This design comes from an exercise in tuning for small area, a short achievable clock period and few clock cycles on the open sky130 flow, not from production work.
No run shown here included a check of the RTL's function; only the layout flow was run.
Power and IR drop assume default switching activity.

`flow/flow/run.sh`:
```
#!/bin/bash
# Layout: the standard synthesis, then the standard ORFS steps with plain
# buffers (not delay cells) on the ports and free resizing.
set -euo pipefail
bash standard.sh synth > synth.log 2>&1
bash standard.sh BUFFER_PORTS_ARGS="-buffer_cell sky130_fd_sc_hd__buf_1" MATCH_CELL_FOOTPRINT=0 finish > layout.log 2>&1
```
`flow/standard.sh`:
```
#!/bin/bash
# synth_recipe.tcl (not shown) runs the flow's synth.tcl, then flattens the netlist and writes it again
# the make line also repeats each setting of config.mk as NAME=value (left out here)
make -C /OpenROAD-flow-scripts/flow DESIGN_CONFIG=/design/flow/config.mk WORK_HOME=/design/flow/orfs CLKGATE_MAP_FILE= SYNTH_SCRIPT=/design/flow/synth_recipe.tcl "${@:-finish}"
```
`flow/config.mk`:
```
export PLATFORM = sky130hd
export DESIGN_NAME = mest_pro
export DESIGN_NICKNAME = mest_pro
export VERILOG_FILES = /design/flow/design.v
export SDC_FILE = /design/flow/constraint.sdc
export NUM_CORES = 4
export LEC_CHECK = 0
export ABC_AREA = 1
export CAP_MARGIN = 20
export CORE_MARGIN = 2
export CORE_UTILIZATION = 60
export CTS_BUF_LIST = sky130_fd_sc_hd__clkbuf_8
export SETUP_SLACK_MARGIN = 2.9
export SLEW_MARGIN = 20
```
`flow/constraint.sdc`:
```
create_clock -name core_clock -period 5.0 [get_ports {clk}]
set_input_delay 1.0000 -clock core_clock [delete_from_list [all_inputs] [get_ports {clk}]]
set_output_delay 1.0000 -clock core_clock [all_outputs]
set_load 0.01 [all_outputs]
```
`flow/design.v`:
```
module mest_pro_ctrlr(
    input  clk,
    input  i_reset_n,
    input  i_start,
    input  i_redirect,
    input  i_halt,
    output o_start,
    output reg o_run,
    output reg o_issue,
    output reg o_all_done
);
reg  halted;
wire start = i_start & ~o_run & ~halted & ~o_all_done;
assign o_start = start;
always @(posedge clk or negedge i_reset_n)
begin
    if (~i_reset_n) begin
        o_run      <= 1'b0;
        o_issue    <= 1'b0;
        halted     <= 1'b0;
        o_all_done <= 1'b0;
    end else begin
        o_run      <= start | (o_run & ~i_halt);
        o_issue    <= start | (o_run & ~i_halt & ~i_redirect);
        halted     <= i_halt;
        o_all_done <= halted;
    end
end
endmodule
module mest_pro_fetch(
    input  clk,
    input  i_reset_n,
    input  i_run,
    input  i_start,
    input  i_halt,
    input  i_jmp,
    input  i_ret,
    input  [7:0] i_const_K,
    output [15:0] o_prog_counter
);
reg [15:0] pc;
reg [15:0] ret_pc;
wire [15:0] pc_inc = pc + 16'd1;
always @(posedge clk or negedge i_reset_n)
begin
    if (~i_reset_n) begin
        pc     <= 16'd0;
        ret_pc <= 16'd0;
    end else begin
        if (i_jmp)
            ret_pc <= pc;
        if (~i_run)
            pc <= {15'd0, i_start};
        else if (i_jmp)
            pc <= {8'd0, i_const_K};
        else if (i_ret)
            pc <= ret_pc;
        else if (i_halt)
            pc <= 16'd0;
        else
            pc <= pc_inc;
    end
end
assign o_prog_counter = pc;
endmodule
module mest_pro_decode(
    input  clk,
    input  i_reset_n,
    input  i_issue,
    input  [27:0] i_instr,
    output reg o_valid,
    output reg o_s0,
    output reg o_cin,
    output reg [7:0] o_a,
    output reg [7:1] o_bm,
    output reg [8:0] o_y
);
wire [3:0] op = i_instr[27:24];
wire [7:0] a  = i_instr[15:8];
wire [7:0] b  = i_instr[7:0];
wire       mul = (op == 4'd2);
reg [7:0] x;
reg [8:0] y;
always @(*)
begin
    x = 8'd0;
    y = 9'd0;
    case (op)
    4'd0: begin x = a; y = {1'b0, b}; end
    4'd1: begin x = a; y = ~{1'b0, b}; end
    4'd2: x = a;
    4'd3: x = a & b;
    4'd4: x = a | b;
    4'd5: x = {1'b0, a[7:1]};
    4'd6: begin x = {a[6:0], 1'b0}; y = {a[7], 8'd0}; end
    4'd7: begin x = ~a; y = {1'b1, 8'd0}; end
    default: ;
    endcase
end
always @(posedge clk or negedge i_reset_n)
begin
    if (~i_reset_n)
        o_valid <= 1'b0;
    else
        o_valid <= i_issue;
end
always @(posedge clk)
begin
    o_s0  <= mul ? b[0] : 1'b1;
    o_bm  <= mul ? b[7:1] : 7'd0;
    o_cin <= (op == 4'd1);
    o_a   <= x;
    o_y   <= y;
end
endmodule
module mest_pro_exec(
    input  clk,
    input  i_reset_n,
    input  i_valid,
    input  i_s0,
    input  i_cin,
    input  [7:0] i_a,
    input  [7:1] i_bm,
    input  [8:0] i_y,
    output reg o_valid_result,
    output reg [7:0] o_result,
    output reg o_carry,
    output reg o_zero_flag
);
wire p_1 = i_y[0] ^ i_cin ^ (i_a[0] & i_s0);
wire p_2 = (i_y[0] & i_cin) | ((i_a[0] & i_s0) & (i_y[0] ^ i_cin));
wire p_3 = (i_a[1] & i_s0) ^ ((i_a[0] & i_bm[1]) | i_y[1]) ^ p_2;
wire p_4 = ((i_a[1] & i_s0) & ((i_a[0] & i_bm[1]) | i_y[1])) | (p_2 & ((i_a[1] & i_s0) ^ ((i_a[0] & i_bm[1]) | i_y[1])));
wire p_5 = (i_a[2] & i_s0) ^ (i_a[0] & i_bm[2]) ^ ((i_a[1] & i_bm[1]) | i_y[2]);
wire p_6 = ((i_a[2] & i_s0) & (i_a[0] & i_bm[2])) | (((i_a[1] & i_bm[1]) | i_y[2]) & ((i_a[2] & i_s0) ^ (i_a[0] & i_bm[2])));
wire p_7 = p_5 ^ p_4;
wire p_8 = p_5 & p_4;
wire p_9 = (i_a[6] & i_s0) ^ (i_a[4] & i_bm[2]);
wire p_10 = (i_a[6] & i_s0) & (i_a[4] & i_bm[2]);
wire p_11 = (i_a[7] & i_s0) ^ (i_a[5] & i_bm[2]) ^ (i_a[4] & i_bm[3]);
wire p_12 = ((i_a[7] & i_s0) & (i_a[5] & i_bm[2])) | ((i_a[4] & i_bm[3]) & ((i_a[7] & i_s0) ^ (i_a[5] & i_bm[2])));
wire p_13 = (i_a[3] & i_bm[4]) ^ (i_a[2] & i_bm[5]);
wire p_14 = (i_a[3] & i_bm[4]) & (i_a[2] & i_bm[5]);
wire p_15 = (i_a[6] & i_bm[2]) ^ (i_a[5] & i_bm[3]) ^ (i_a[4] & i_bm[4]);
wire p_16 = ((i_a[6] & i_bm[2]) & (i_a[5] & i_bm[3])) | ((i_a[4] & i_bm[4]) & ((i_a[6] & i_bm[2]) ^ (i_a[5] & i_bm[3])));
wire p_17 = (i_a[3] & i_bm[5]) ^ (i_a[2] & i_bm[6]);
wire p_18 = (i_a[3] & i_bm[5]) & (i_a[2] & i_bm[6]);
wire p_19 = (i_a[3] & i_s0) ^ (i_a[1] & i_bm[2]) ^ (i_a[0] & i_bm[3]);
wire p_20 = ((i_a[3] & i_s0) & (i_a[1] & i_bm[2])) | ((i_a[0] & i_bm[3]) & ((i_a[3] & i_s0) ^ (i_a[1] & i_bm[2])));
wire p_21 = (i_a[4] & i_s0) ^ (i_a[2] & i_bm[2]) ^ (i_a[1] & i_bm[3]);
wire p_22 = ((i_a[4] & i_s0) & (i_a[2] & i_bm[2])) | ((i_a[1] & i_bm[3]) & ((i_a[4] & i_s0) ^ (i_a[2] & i_bm[2])));
wire p_23 = (i_a[5] & i_s0) ^ (i_a[3] & i_bm[2]) ^ (i_a[2] & i_bm[3]);
wire p_24 = ((i_a[5] & i_s0) & (i_a[3] & i_bm[2])) | ((i_a[2] & i_bm[3]) & ((i_a[5] & i_s0) ^ (i_a[3] & i_bm[2])));
wire p_25 = (i_a[1] & i_bm[4]) ^ (i_a[0] & i_bm[5]);
wire p_26 = (i_a[1] & i_bm[4]) & (i_a[0] & i_bm[5]);
wire p_27 = (i_a[3] & i_bm[3]) ^ (i_a[2] & i_bm[4]) ^ (i_a[1] & i_bm[5]);
wire p_28 = ((i_a[3] & i_bm[3]) & (i_a[2] & i_bm[4])) | ((i_a[1] & i_bm[5]) & ((i_a[3] & i_bm[3]) ^ (i_a[2] & i_bm[4])));
wire p_29 = (i_a[0] & i_bm[6]) ^ ((i_a[5] & i_bm[1]) | i_y[6]) ^ p_9;
wire p_30 = ((i_a[0] & i_bm[6]) & ((i_a[5] & i_bm[1]) | i_y[6])) | (p_9 & ((i_a[0] & i_bm[6]) ^ ((i_a[5] & i_bm[1]) | i_y[6])));
wire p_31 = (i_a[1] & i_bm[6]) ^ (i_a[0] & i_bm[7]) ^ ((i_a[6] & i_bm[1]) | i_y[7]);
wire p_32 = ((i_a[1] & i_bm[6]) & (i_a[0] & i_bm[7])) | (((i_a[6] & i_bm[1]) | i_y[7]) & ((i_a[1] & i_bm[6]) ^ (i_a[0] & i_bm[7])));
wire p_33 = p_10 ^ p_13 ^ p_11;
wire p_34 = (p_10 & p_13) | (p_11 & (p_10 ^ p_13));
wire p_35 = (i_a[1] & i_bm[7]) ^ ((i_a[7] & i_bm[1]) | i_y[8]) ^ p_14;
wire p_36 = ((i_a[1] & i_bm[7]) & ((i_a[7] & i_bm[1]) | i_y[8])) | (p_14 & ((i_a[1] & i_bm[7]) ^ ((i_a[7] & i_bm[1]) | i_y[8])));
wire p_37 = p_17 ^ p_12 ^ p_15;
wire p_38 = (p_17 & p_12) | (p_15 & (p_17 ^ p_12));
wire p_39 = ((i_a[2] & i_bm[1]) | i_y[3]) ^ p_6;
wire p_40 = ((i_a[2] & i_bm[1]) | i_y[3]) & p_6;
wire p_41 = (i_a[0] & i_bm[4]) ^ ((i_a[3] & i_bm[1]) | i_y[4]) ^ p_20;
wire p_42 = ((i_a[0] & i_bm[4]) & ((i_a[3] & i_bm[1]) | i_y[4])) | (p_20 & ((i_a[0] & i_bm[4]) ^ ((i_a[3] & i_bm[1]) | i_y[4])));
wire p_43 = ((i_a[4] & i_bm[1]) | i_y[5]) ^ p_25 ^ p_22;
wire p_44 = (((i_a[4] & i_bm[1]) | i_y[5]) & p_25) | (p_22 & (((i_a[4] & i_bm[1]) | i_y[5]) ^ p_25));
wire p_45 = p_26 ^ p_24 ^ p_27;
wire p_46 = (p_26 & p_24) | (p_27 & (p_26 ^ p_24));
wire p_47 = p_28 ^ p_31 ^ p_30;
wire p_48 = (p_28 & p_31) | (p_30 & (p_28 ^ p_31));
wire p_49 = p_32 ^ p_35 ^ p_34;
wire p_50 = (p_32 & p_35) | (p_34 & (p_32 ^ p_35));
reg [20:0] q;
reg v1;
always @(posedge clk)
begin
    q[0] <= p_1;
    q[1] <= p_3;
    q[2] <= p_7;
    q[3] <= p_19;
    q[4] <= p_8;
    q[5] <= p_39;
    q[6] <= p_21;
    q[7] <= p_41;
    q[8] <= p_40;
    q[9] <= p_23;
    q[10] <= p_43;
    q[11] <= p_42;
    q[12] <= p_29;
    q[13] <= p_45;
    q[14] <= p_44;
    q[15] <= p_33;
    q[16] <= p_47;
    q[17] <= p_46;
    q[18] <= p_37;
    q[19] <= p_49;
    q[20] <= p_48;
end
wire s_1 = q[3] ^ q[4];
wire s_2 = q[3] & q[4];
wire s_3 = q[6] ^ q[7] ^ q[8];
wire s_4 = (q[6] & q[7]) | (q[8] & (q[6] ^ q[7]));
wire s_5 = q[9] ^ q[10] ^ q[11];
wire s_6 = (q[9] & q[10]) | (q[11] & (q[9] ^ q[10]));
wire s_7 = q[12] ^ q[13] ^ q[14];
wire s_8 = (q[12] & q[13]) | (q[14] & (q[12] ^ q[13]));
wire s_9 = q[15] ^ q[16] ^ q[17];
wire s_10 = (q[15] & q[16]) | (q[17] & (q[15] ^ q[16]));
wire s_11 = q[18] ^ q[19] ^ q[20];
wire s_12 = (q[18] & q[19]) | (q[20] & (q[18] ^ q[19]));
wire [5:0] fx, fy;
assign fx[0] = q[5];
assign fx[1] = s_3;
assign fx[2] = s_5;
assign fx[3] = s_7;
assign fx[4] = s_9;
assign fx[5] = s_11;
assign fy[0] = s_1;
assign fy[1] = s_2;
assign fy[2] = s_4;
assign fy[3] = s_6;
assign fy[4] = s_8;
assign fy[5] = s_10;
wire [5:0] ag = fx & fy;
wire [5:0] ap = fx ^ fy;
wire ag0_1 = ag[1] | (ap[1] & ag[0]);
wire ap0_1 = ap[1] & ap[0];
wire ag0_3 = ag[3] | (ap[3] & ag[2]);
wire ap0_3 = ap[3] & ap[2];
wire ag0_5 = ag[5] | (ap[5] & ag[4]);
wire ap0_5 = ap[5] & ap[4];
wire ag1_2 = ag[2] | (ap[2] & ag0_1);
wire ap1_2 = ap[2] & ap0_1;
wire ag1_3 = ag0_3 | (ap0_3 & ag0_1);
wire ap1_3 = ap0_3 & ap0_1;
wire ag2_4 = ag[4] | (ap[4] & ag1_3);
wire ap2_4 = ap[4] & ap1_3;
wire ag2_5 = ag0_5 | (ap0_5 & ag1_3);
wire ap2_5 = ap0_5 & ap1_3;
wire [5:0] rh = {ap[5] ^ ag2_4, ap[4] ^ ag1_3, ap[3] ^ ag1_2, ap[2] ^ ag0_1, ap[1] ^ ag[0], ap[0]};
wire       zh = ((fx ^ fy) == {fx[4:0] | fy[4:0], 1'b0});
wire [8:0] r = {rh, {q[2], q[1], q[0]}};
wire       zero = zh & ~(|{q[2], q[1], q[0]});
always @(posedge clk or negedge i_reset_n)
begin
    if (~i_reset_n) begin
        v1             <= 1'b0;
        o_valid_result <= 1'b0;
    end else begin
        v1             <= i_valid;
        o_valid_result <= v1;
    end
end
always @(posedge clk)
begin
    o_result    <= r[7:0];
    o_carry     <= r[8];
    o_zero_flag <= zero;
end
endmodule
module mest_pro#(
    parameter OP_CODE_SIZE     = 4,
    parameter INSTRUCTION_SIZE = OP_CODE_SIZE + 8 + 8 + 8,
    parameter ROM_DEPTH = 65536
)(
    input clk,
    input i_reset_n,
    input i_start,
    output [$clog2(ROM_DEPTH)-1  :0] o_prog_counter,
    input [INSTRUCTION_SIZE-1    :0] i_instruction,
    output [8-1 :0] o_result,
    output o_valid_result,
    output o_carry,
    output o_zero_flag,
    output o_all_done
);
wire       issue;       
wire       run;         
wire       start;
wire [3:0] op   = i_instruction[27:24];
wire       is_jmp  = issue & (op == 4'd8);
wire       is_ret  = issue & (op == 4'd9);
wire       is_halt = issue & (op == 4'd15);
wire       x_s0, x_cin;
wire [7:0] x_a;
wire [7:1] x_bm;
wire [8:0] x_y;
wire       x_valid;
mest_pro_ctrlr u_ctrlr(
    .clk        (clk),
    .i_reset_n  (i_reset_n),
    .i_start    (i_start),
    .i_redirect (is_jmp | is_ret),
    .i_halt     (is_halt),
    .o_start    (start),
    .o_run      (run),
    .o_issue    (issue),
    .o_all_done (o_all_done)
);
mest_pro_fetch u_fetch(
    .clk            (clk),
    .i_reset_n      (i_reset_n),
    .i_run          (run),
    .i_start        (start),
    .i_halt         (is_halt),
    .i_jmp          (is_jmp),
    .i_ret          (is_ret),
    .i_const_K      (i_instruction[23:16]),
    .o_prog_counter (o_prog_counter)
);
mest_pro_decode u_decode(
    .clk        (clk),
    .i_reset_n  (i_reset_n),
    .i_issue    (issue),
    .i_instr    (i_instruction),
    .o_valid    (x_valid),
    .o_s0       (x_s0),
    .o_cin      (x_cin),
    .o_a        (x_a),
    .o_bm       (x_bm),
    .o_y        (x_y)
);
mest_pro_exec u_exec(
    .clk            (clk),
    .i_reset_n      (i_reset_n),
    .i_valid        (x_valid),
    .i_s0           (x_s0),
    .i_cin          (x_cin),
    .i_a            (x_a),
    .i_bm           (x_bm),
    .i_y            (x_y),
    .o_valid_result (o_valid_result),
    .o_result       (o_result),
    .o_carry        (o_carry),
    .o_zero_flag    (o_zero_flag)
);
endmodule
```
==> results of run 1 <==
cells by family after synthesis:
family | count (synthesis)
DFF | 96
AOI/OAI and AO/OA | 68
adders and majority gates | 39
and+or+nand+nor | 257
xor gates and xnor gates | 18
buffers and inverters | 91
sequential cells by signal, summed over array words and instances, names as in the netlist, 7 cells and up:
signal / cells
u_decode.o_a: 8
u_decode.o_bm: 7
u_decode.o_y: 9
u_exec.o_result: 8
u_exec.q: 21
u_fetch.pc: 16
u_fetch.ret_pc: 16
final cells by class:
type                       instances  area [um^2]  area share
clock inverter                     7          126      0.0232
multi-input combinational        383         2400       0.440
tap                              102          128      0.0234
sequential                        96         2120       0.390
inverter                          80          304      0.0558
timing repair buffer              61          243      0.0446
clock buffer                       9          124      0.0227
final timing paths:
kind                                  startpoint                  to  slack, ps  cells past startpoint
worst max-delay path                 u_exec.q[8]  u_exec.o_result[7]       2780                      8
worst min-delay path            u_decode.o_valid           u_exec.v1        360                      0
worst max register to register       u_exec.q[8]  u_exec.o_result[7]       2780                      8
worst min register to register  u_decode.o_valid           u_exec.v1        360                      0
max in group asynchronous              i_reset_n  u_fetch.ret_pc[10]       3700                      1
min in group asynchronous              i_reset_n      u_fetch.pc[11]        740                      1
stage by stage:
stage	total power, W	hold WS [ps]	setup WS (ps)	util	cell area (um^2)
finish	0.00187	357	2780	0.701	5450
CTS	0.00188	357	2820	0.696	5410
floorplan	0.00115	331	2900	-	4820
detailed placement	0.00126	335	2510	0.658	5110
global placement	0.00126	332	2560	0.658	5110
global route	0.00198	365	2660	0.701	5450
layout by cell type (no fill, tap or decap), types with 3 or more instances in the layout:
cell       netlist  routed
o211ai_1         7       7
inv_2            6       8
o21ai_1          3       3
a21oi_1         13      12
nor2_1          32      31
xnor2_1         10       8
buf_1            0      56
o21bai_1         3       3
dfrtp_1         39      39
inv_1           73      70
nand3_1         21      21
nand2_1        180     180
ha_1            17      16
bufinv_16        0       3
a21o_1           6       6
o21ai_0         30      30
buf_4            1       3
xor2_1           8       8
fa_1            22      18
clkbuf_8         0       9
nand4_1          6       6
fa_2             0       4
dfxtp_1         57      54
critical path: stages (launching register included):
cell and delay [ps]:
dfxtp_2 340, inv_2 40, fa_1 570, inv_2 50, fa_2 340, a21o_1 200
a21oi_2 150, fa_2 440, inv_1 50
repair_timing:
| action | in CTS | in global routing |
|---|---|---|
| cloned | 1 | 0 |
| buffers inserted | 2 | 1 |
| endpoints found under the setup margin | 6 | 23 |
| pin swaps | 1 | 6 |
| gates resized for setup | 4 | 12 |
metal layers:
layer	vias to the layer above	global-route usage	routed length, um
li1	1900	-	-
met1	1756	0.359	4670
met2	96	0.372	4290
met3	11	0.0314	512
met4	0	0.0737	123
met5	-	0	0
cell usage after synthesis (3+ instances only):
library cell,instances,share of area
buf_2,3,0.0031
xnor2_1,10,0.018
o21ai_0,30,0.031
fa_1,22,0.091
dfxtp_1,57,0.24
inv_2,6,0.0047
o211ai_1,7,0.011
a21o_1,6,0.0094
inv_1,73,0.057
nor2_1,32,0.025
dfrtp_1,39,0.20
nand3_1,21,0.022
nand4_1,6,0.0078
ha_1,17,0.044
o21bai_1,3,0.0047
nand2_1,180,0.14
o21ai_1,3,0.0031
xor2_1,8,0.015
a21oi_1,13,0.014
clkbuf_1,6,0.0047
power by group through the flow:
stage          Combinational [W]  Clock, W  Sequential, W
2_1_floorplan           0.000207         0       0.000948
3_3_place_gp            0.000296         0       0.000962
3_5_place_dp            0.000301         0       0.000964
4_1_cts                 0.000310  0.000622       0.000947
5_1_grt                 0.000361  0.000656       0.000960
6_report                0.000311  0.000611       0.000947
==> results.sh, run 1 <==
export IMPL_h_tree_depth=3
export IMPL_drtIter0Drc=265
export IMPL_cts_tree="done"
export IMPL_synth_nets=639
export IMPL_crit_path_start_kind="flop"
export IMPL_wirelength_um=9600
export IMPL_share_comb_of_total_power=0.166
export IMPL_ys_flop_type="dfxtp_1"
export IMPL_dr_pass1_iters=5
export IMPL_report_final_setup_viol=0
export IMPL_grt_ovfl_total=0
export IMPL_yosys_area_share_adder=0.136
export IMPL_syn_instance_count=569
export IMPL_grt_total_usage=0.242
export IMPL_max_slew_margin_rel=0.424
export IMPL_grt_pass1_wl_um=16700
export IMPL_status="complete, no violations"
export IMPL_synth_compound_area_frac=0.0821
export IMPL_vdd_drop_max_uv=146
export IMPL_syn_area_per_cell_um2=8.46
export IMPL_hp_class="flop to flop"
export IMPL_wire_per_inst_um=13.0
export IMPL_path_clk_slew_ps=90
export IMPL_dr_total_vias=3763
export IMPL_swShare=0.296
export IMPL_power_density_nw_per_um2=343
export IMPL_yosys_warnings=4
export IMPL_ant_nets=0
export IMPL_rsz0062_at_grt="true"
export IMPL_grt_start_max_net_pins=40
export IMPL_tns_ps=0
export IMPL_antenna_found_initial=0
export IMPL_synth_xor_area_frac=0.0327
export IMPL_fin_crit_sh=0.444
export IMPL_vias_per_cell=5.10
export IMPL_fin_skew_ps=12.7
export IMPL_power_frac_clock=0.327
export IMPL_worst_pin_slew_ps=864
export IMPL_drc=0
export IMPL_p_int_w=0.00132
export IMPL_yosys_area_share_simple=0.236
export IMPL_slew_viol_final=0
export IMPL_p_seq_frac=0.507
export IMPL_muxShareOfSynthArea=0
export IMPL_syn_area_um2=4820
export IMPL_stdcell_count=738
export IMPL_power_leakage_nw=2.70
export IMPL_first_global_vias=3630
export IMPL_worstSetupEndpointType="flop"
export IMPL_cts_sinks=96
export IMPL_cts_root_buf="clkbuf_8"
export IMPL_hold_buffers=0
export IMPL_switchingPower_w=0.000552
export IMPL_worstSetupPathType="flop to flop"
export IMPL_die_area_um2=8760
export IMPL_cp_max_fo=2
export IMPL_rows=32
export IMPL_gp_congestion=0.806
export IMPL_die_x_um=93.6
export IMPL_start_util=0.620
export IMPL_port_buffers=58
export IMPL_nets=701
export IMPL_io_pins=59
export IMPL_cp_required_ps=5300
export IMPL_dp_hpwl_um=7120
export IMPL_dp_cells=718
export IMPL_synth_edff_count=0
export IMPL_fmax_mhz=450
export IMPL_synthToLayoutAreaGrowth_pct=13.1
export IMPL_maxCapViolCount=0
export IMPL_clk_path_buf_depth=2
export IMPL_fin_crit_ps=2220
export IMPL_async_flop_share=0.406
export IMPL_synth_seq_cells=96
export IMPL_cts_buffers=9
export IMPL_arrival_ps=2520
export IMPL_synthDistinctLibCells=41
export IMPL_die_height_um=93.6
export IMPL_worst_skew_pair_late_latency_ps=350
export IMPL_drive_gt1_frac=0.0896
export IMPL_ys_seq_area_frac=0.440
export IMPL_synth_top_family_by_area="simple AND/OR/NAND/NOR gates"
export IMPL_n_antenna_cell=0
export IMPL_core_area_um2=7770
export IMPL_finalHoldViolCount=0
export IMPL_fillers=647
==> run 2: changes to the inputs <==
--- a/flow/config.mk
+++ b/flow/config.mk
@@ -11,4 +11,4 @@
 export CORE_UTILIZATION = 60
 export CTS_BUF_LIST = sky130_fd_sc_hd__clkbuf_8
-export SETUP_SLACK_MARGIN = 2.9
+export SETUP_SLACK_MARGIN = 2.95
 export SLEW_MARGIN = 20
==> results.sh, run 2 <==
export IMPL_fin_crit_ps=2210
export IMPL_fmax_mhz=453
export IMPL_cts_buffers=9
export IMPL_cts_sinks=96
export IMPL_max_slew_margin_rel=0.354
export IMPL_vdd_drop_max_uv=167
export IMPL_crit_buf_inv=3
export IMPL_rsz0062_at_grt="true"
export IMPL_ant_nets=0
export IMPL_syn_area_um2=4820
export IMPL_dr_total_vias=3808
export IMPL_die_height_um=93.6
export IMPL_syn_instance_count=569
export IMPL_path_cells="inv_2 > fa_1 > inv_2 > fa_2 > a21o_1 > a21oi_2 > fa_2 > inv_1"
export IMPL_dp_hpwl_um=7230
export IMPL_synth_seq_cells=96
export IMPL_report_final_setup_viol=0
export IMPL_syn_area_per_cell_um2=8.46
export IMPL_grt_ovfl_total=0
export IMPL_vias_per_cell=5.10
export IMPL_cts_tree="done"
export IMPL_grt_pass1_wl_um=16400
export IMPL_cp_max_fo=2
export IMPL_yosysMostFrequentCell="nand2_1"
export IMPL_slew_viol_final=0
export IMPL_dr_pass1_iters=4
export IMPL_port_buffers=58
export IMPL_hp_class="flop to flop"
export IMPL_die_x_um=93.6
export IMPL_antenna_found_initial=0
export IMPL_crit_start="u_exec.q[8]"
export IMPL_drc=0
export IMPL_ys_flop_type="dfxtp_1"
export IMPL_regArea_um2=2140
export IMPL_synth_top_cell_by_area="dfxtp_1"
export IMPL_synthTopCellsByCount="180 x nand2_1, 73 x inv_1, 57 x dfxtp_1"
export IMPL_clk_path_buf_depth=2
export IMPL_worst_pin_slew_ps=969
export IMPL_cp_slowest_cell="fa_1"
export IMPL_yosys_area_top_type_share=0.237
export IMPL_first_global_vias=3607
export IMPL_fin_crit_sh=0.442
export IMPL_power_leakage_nw=2.69
export IMPL_wire_per_inst_um=13.2
export IMPL_worstSetupEndpointType="flop"
export IMPL_arrival_ps=2520
export IMPL_largest_reg_flops=21
export IMPL_nets=709
export IMPL_io_pins=59
export IMPL_synth_nets=639
export IMPL_final_area_um2=5460
export IMPL_cpLargestDelayFamily="adder cells"
export IMPL_gp_congestion=0.799
export IMPL_grt_start_max_net_pins=40
export IMPL_regMostFlops="u_exec.q"
export IMPL_largestRegisters="u_exec.q: 21 flops, u_fetch.pc: 16 flops, u_fetch.ret_pc: 16 flops"
export IMPL_wirelength_um=9850
export IMPL_final_cell_mix="180 x nand2_1, 70 x inv_1, 56 x buf_1, 49 x dfxtp_1, 34 x dfrtp_1"
export IMPL_fin_skew_ps=11.7
export IMPL_tns_ps=0
export IMPL_grt_total_usage=0.242
export IMPL_synth_edff_count=0
export IMPL_status="complete, no violations"
export IMPL_start_util=0.620
export IMPL_n_antenna_cell=0
export IMPL_worstSetupPathType="flop to flop"
export IMPL_hp_start="u_decode.o_valid"
export IMPL_yosys_top_cells_area="dfxtp_1 24%, dfrtp_1 20%, nand2_1 14%"
export IMPL_drtIter0Drc=180
export IMPL_finalHoldViolCount=0
export IMPL_layout_commonest_cell="nand2_1"
export IMPL_cts_root_buf="clkbuf_8"
export IMPL_crit_path_start_kind="flop"
export IMPL_r2r_start="u_exec.q[8]"
export IMPL_multi_input_area_um2=2390
export IMPL_cp_required_ps=5310
export IMPL_ys_seq_area_frac=0.440
export IMPL_yosys_warnings=4
export IMPL_fillers=646
export IMPL_synthToLayoutAreaGrowth_pct=13.4
export IMPL_path_clk_slew_ps=90
export IMPL_drive_gt1_frac=0.115
export IMPL_die_area_um2=8760
export IMPL_power_density_nw_per_um2=322
export IMPL_core_area_um2=7770
export IMPL_worst_skew_pair_late_latency_ps=360
export IMPL_async_flop_share=0.406
export IMPL_rows=32
export IMPL_h_tree_depth=3
export IMPL_synthDistinctLibCells=41
export IMPL_maxCapViolCount=0
export IMPL_dpl_instance_area_um2=5110
export IMPL_slowest_delay_ps=570
==> run 2: changes by cell type in the layout (fill, tap and decap cells not counted), moves of 3 or more <==
cell	previous run	this run
dfrtp_2	0	5
clkbuf_8	9	12
dfxtp_2	2	6
bufinv_16	3	0
dfxtp_1	54	49
dfrtp_1	39	34
buf_4	3	11
==> run 2: where the power goes <==
group,internal [W],switching [W]
sequential,0.000865,0.0000825
clock,0.000222,0.000259
combinational,0.000123,0.000206
==> run 2: path summary, 6_finish.rpt <==
check / end / slack, ps / cells after the start
max in group asynchronous: u_fetch.pc[10] / 3570 / 1
min in group asynchronous: u_fetch.pc[8] / 770 / 1
worst max register to register: u_exec.o_result[7] / 2790 / 8
worst min register to register: u_exec.v1 / 360 / 0
worst min-delay path: u_exec.v1 / 360 / 0
worst max-delay path: u_exec.o_result[7] / 2790 / 8
==> run 2: cell families (layout without fill, tap and decap cells) <==
| family | after synthesis | in the layout | synth area share |
|---|---|---|---|
| AO/OA/AOI/OAI | 68 | 68 | 0.0821 |
| XOR/XNOR | 18 | 18 | 0.0327 |
| adder cells (fa/ha/maj) | 39 | 39 | 0.136 |
| buffers and inverters | 91 | 165 | 0.0743 |
| flip-flops | 96 | 96 | 0.440 |
| AND/OR/NAND/NOR | 257 | 258 | 0.236 |
==> run 2: area by class of cell <==
class,instances,share of cell area
tap,102,0.0234
multi-input combinational,383,0.438
clock inverter,4,0.00527
sequential,96,0.392
inverter,80,0.0557
clock buffer,12,0.0302
timing repair buffer,69,0.0554
==> run 2: through the flow <==
stage                     utilization  worst slack (ps)  hold slack (ps)  total power, W  std cells
after detailed placement        0.658              2480              335         0.00127        718
after CTS                       0.690              2830              355         0.00175        738
final                           0.703              2790              355         0.00176        746
after global placement          0.658              2550              332         0.00126        718
after floorplan                     -              2920              331         0.00115        569
after global routing            0.703              2720              363         0.00186        746
==> run 2: timing repair <==
item	CTS	global route
pin swaps	1	7
buffers inserted	3	8
setup endpoints to repair	13	19
gates cloned	1	0
hold buffers	0	0
resized for setup	8	19
==> run 2: per-layer routing <==
layer | global-route usage | routed length (um)
met4 | 0.0725 | 149
met5 | 0 | 0
met2 | 0.376 | 4440
met1 | 0.340 | 4680
met3 | 0.0548 | 579
==> run 2: worst reg2reg max path: cells and delay by family, from the launching register on <==
kind            cells  cell delay (ps)
compound gates      2              320
fa+ha+maj           3             1350
buf+inv             3              160
flops               1              330

separate check: timing with driven ports:
Ports are ideal in the flow. The routed layouts listed here were re-timed in OpenROAD.
Step 1: set_driving_cell puts a clkbuf_16 on clk and a buf_2 on each other input, an assumption about the parent block.
Step 2 adds t to the input delays and takes it off the output delays; t is the mean of the earliest and latest rising clock arrival at the registers after step 1. Input paths then give back, and output paths get back, about the clock's delay inside the block.
Slacks: ideal / step 1 / step 2; pairs: ideal / step 1.
run | t (ns) | setup slack, ns | worst hold slack (ns) | pins driven straight from the clock port
run 1 | 0.378 | 2.778 / 2.778 / 2.664 | 0.357 / 0.357 / 0.357 | 1
run 2 | 0.393 | 2.791 / 2.791 / 2.680 | 0.355 / 0.355 / 0.355 | 1
After both steps every run listed still meets setup and hold. For run 1, which loses most, drivers alone change the setup slack by 0.000 ns; drivers and shift together by -0.114 ns.
